Context: an optimization exercise on an open-source flow, tuned for small area, a short achievable clock period and few clock cycles per item. The choices shown serve that exercise and are no tape-out recipe.
Function was checked by simulation only, so behaviour that the tests miss may differ from the original.

Setup of rev 12:
Design dsha_miner, start of the top module:
module dsha_miner(
		input wire clk,
		input wire rst,
		input wire [255:0] midstate,
		input wire [95:0] tail,
		input wire [31:0] start_nonce,
		output reg out_valid,
		output reg [31:0] out_nonce,
		output reg [255:0] out_hash
	);
==> flow/config.mk <==
export PLATFORM = sky130hd
export DESIGN_NAME = dsha_miner
export DESIGN_NICKNAME = dsha_miner
export VERILOG_FILES = /design/flow/design.v
export SDC_FILE = /design/flow/constraint.sdc
export NUM_CORES = 8
export LEC_CHECK = 0
export ABC_AREA = 1
export CAP_MARGIN = 30
export CORE_MARGIN = 2
export CORE_UTILIZATION = 38
export SLEW_MARGIN = 30
==> flow/constraint.sdc <==
create_clock -name core_clock -period 12.0 [get_ports {clk}]
set_input_delay 2.4000 -clock core_clock [delete_from_list [all_inputs] [get_ports {clk}]]
set_output_delay 2.4000 -clock core_clock [all_outputs]
set_load 0.01 [all_outputs]
standard.sh (not shown) runs the stock make flow with config.mk's settings and CLKGATE_MAP_FILE= SYNTH_SCRIPT=/design/flow/synth_recipe.tcl, a recipe that flattens the netlist after the stock synthesis.
==> flow/flow/run.sh <==
#!/bin/bash
# Layout flow: the standard flow (standard.sh), with
#  - synthesis that leaves the adders to ABC (no full/half-adder cells) and
#    maps with ABC's mapper at a 2.5 ns delay target, then its gate sizing,
#  - timing repair aimed below the SDC period (the SDC is unchanged), on the
#    worst paths only,
#  - global-routing capacity reductions set per layer (flow/fastroute.tcl),
#  - output flip-flops (and buffers between them and the port buffers) moved
#    next to their port buffers after global
#    placement (flow/place_outputs.tcl),
#  - larger clock-tree sink clusters and no dummy clock loads,
#  - more rounds of antenna repair after detailed routing.
# Each step's output goes to a log file of its own in this folder.
set -euo pipefail
rm -rf scripts_local
cp -r "$FLOW_HOME/scripts" scripts_local
printf 'strash\ndch\nmap -D 2500\ntopo\nstime -c\nbuffer -c\nupsize -c\ndnsize -c\n' > scripts_local/abc_area.script
export SCRIPTS_DIR=$PWD/scripts_local
export ADDER_MAP_FILE=
bash standard.sh synth > log_synth.txt 2>&1
export SETUP_SLACK_MARGIN=7.5
export TNS_END_PERCENT=0
export FASTROUTE_TCL=$PWD/flow/fastroute.tcl
export POST_GLOBAL_PLACE_TCL=$PWD/flow/place_outputs.tcl
export CTS_ARGS="-sink_clustering_enable -repair_clock_nets -dont_use_dummy_load -sink_clustering_size 25 -sink_clustering_max_diameter 90"
export MAX_REPAIR_ANTENNAS_ITER_DRT=12
bash standard.sh floorplan > log_floorplan.txt 2>&1
bash standard.sh place > log_place.txt 2>&1
bash standard.sh cts > log_cts.txt 2>&1
bash standard.sh route > log_route.txt 2>&1
bash standard.sh finish > log_finish.txt 2>&1
Other scripts of this flow, unchanged in this note and not shown: flow/flow/fastroute.tcl, flow/flow/place_outputs.tcl
Testbench counts of rev 12, summed over its fixed seeds: cycles 67,520, items 8,192.
Setup changes, rev 12 to rev 13
--- a/flow/design.v
+++ b/flow/design.v
@@ -61,22 +61,23 @@
 	reg [31:0] a15, b15, c15, d15, e15, f15, g15, h15;
 	reg [31:0] W15_0, W15_1, W15_2, W15_3, W15_4, W15_5, W15_6, W15_7, W15_8, W15_9, W15_10, W15_11, W15_12, W15_13, W15_14, W15_15;
 	reg [2:0] q15;
 	reg [31:0] a16, b16, c16, d16, e16, f16, g16, h16;
 	reg [31:0] W16_0, W16_1, W16_2, W16_3, W16_4, W16_5, W16_6, W16_7, W16_8, W16_9, W16_10, W16_11, W16_12, W16_13, W16_14, W16_15;
 	reg [2:0] q16;
 	reg [255:0] mid;
 	reg [95:0] tl;
 	reg go;   
 	reg [31:0] nonce, ononce;
 	reg [4:0] fill;
+	reg t_last, t_second;   
 	always @(posedge clk) begin
 		mid <= midstate;
 		tl <= tail;
 	end
 	reg [31:0] s0_kw;
 	always @(*) begin
 		case (q0[1:0])
 			2'd0: s0_kw = 32'h428a2f98;
 			2'd1: s0_kw = 32'he49b69c1;
 			2'd2: s0_kw = 32'h27b70a85;
 			2'd3: s0_kw = 32'h19a4c116;
@@ -1056,22 +1057,24 @@
 	wire [31:0] s15_ws_p = s15_ws_p12 ^ ({W15_1[6:0], W15_1[31:7]} ^ {W15_1[17:0], W15_1[31:18]} ^ {3'b0, W15_1[31:3]}) ^ ({W15_14[16:0], W15_14[31:17]} ^ {W15_14[18:0], W15_14[31:19]} ^ {10'b0, W15_14[31:10]});
 	wire [31:0] s15_ws_co = (s15_ws_p12 & ({W15_1[6:0], W15_1[31:7]} ^ {W15_1[17:0], W15_1[31:18]} ^ {3'b0, W15_1[31:3]})) | (~s15_ws_p12 & W15_9);
 	wire [31:0] s15_ws_ci = {s15_ws_co[30:0], 1'b0};
 	wire [31:0] s15_ws_s = s15_ws_p ^ s15_ws_ci;
 	wire [31:0] s15_ws_cc = (s15_ws_p & s15_ws_ci) | (~s15_ws_p & ({W15_14[16:0], W15_14[31:17]} ^ {W15_14[18:0], W15_14[31:19]} ^ {10'b0, W15_14[31:10]}));
 	wire [31:0] s15_ws_c = {s15_ws_cc[30:0], 1'b0};
 	wire [31:0] s15_nw = s15_ws_s + s15_ws_c;
 	always @(posedge clk) begin
 		a16 <= s15_na; b16 <= a15; c16 <= b15; d16 <= c15;
 		e16 <= s15_ne; f16 <= e15; g16 <= f15; h16 <= g15;
 		q16 <= q15;
+		t_last <= (q15[1:0] == 2'd3);
+		t_second <= q15[2];
 		W16_0 <= W15_1;
 		W16_1 <= W15_2;
 		W16_2 <= W15_3;
 		W16_3 <= W15_4;
 		W16_4 <= W15_5;
 		W16_5 <= W15_6;
 		W16_6 <= W15_7;
 		W16_7 <= W15_8;
 		W16_8 <= W15_9;
 		W16_9 <= W15_10;
 		W16_10 <= W15_11;
@@ -1082,24 +1085,24 @@
 		W16_15 <= s15_nw;
 	end
 	wire [31:0] st[0:7];
 	assign st[0] = a16;
 	assign st[1] = b16;
 	assign st[2] = c16;
 	assign st[3] = d16;
 	assign st[4] = e16;
 	assign st[5] = f16;
 	assign st[6] = g16;
 	assign st[7] = h16;
-	wire last = (q16[1:0] == 2'd3);   
-	wire second = q16[2];   
+	wire last = t_last;   
+	wire second = t_second;   
 	wire [31:0] hs[0:7];
 	genvar gi;
 	generate for (gi = 0; gi < 8; gi = gi + 1) begin: g_add
 		wire [255:0] iv = {32'h5be0cd19, 32'h1f83d9ab, 32'h9b05688c, 32'h510e527f, 32'ha54ff53a, 32'h3c6ef372, 32'hbb67ae85, 32'h6a09e667};
 		assign hs[gi] = st[gi] + (second ? iv[32*gi +: 32] : mid[32*gi +: 32]);
 	end endgenerate
 	wire full = (fill == 5'd17);
 	wire done = full & last & second;   
 	wire inject = go & (!full | (last & second));
 	always @(posedge clk) begin
 		if (inject) begin
Results
- Looking only at shortest clock period the worst path allows after layout, and setting everything else aside, the higher value of rev 13 and rev 12 goes to rev 12.
- Rev 12 → rev 13: standard cell core area about even.
- From rev 12 to rev 13 the numbers moved as follows: area of all placed cells without fillers climbed about 1.4%; final routed wirelength across all metal layers dropped 1.0%.
- Cell count after synthesis of rev 12 is on par with rev 13.
Testbench counts of rev 13, summed over its fixed seeds: cycles 67,520, items 8,192.

## port drivers added, routing unchanged
In the flow no input, the clock included, has a driving cell. The finished layouts below were timed again as built, in two steps.
Step 1 assumes that a clkbuf_16 drives the clock port and a buf_2 every other input.
Step 2 moves the port delays by t, midway between the first and last clock arrival at a register: inputs arrive t later, outputs are due t later. That takes back most of the time a late clock gives input paths.
Three values: no drivers, after step 1, after step 2; two values: the first two.
run | t, ns | setup WS [ns] | clock arrival spread, ns | slew at the worst register clock pin (ns)
rev 12 | 1.484 | 6.868 / 6.868 / 6.868 | 0.193 / 0.193 | 0.11 / 0.11
rev 13 | 1.484 | 7.131 / 6.928 / 7.131 | 0.170 / 0.170 | 0.11 / 0.11
After both steps every run listed still meets setup and hold.
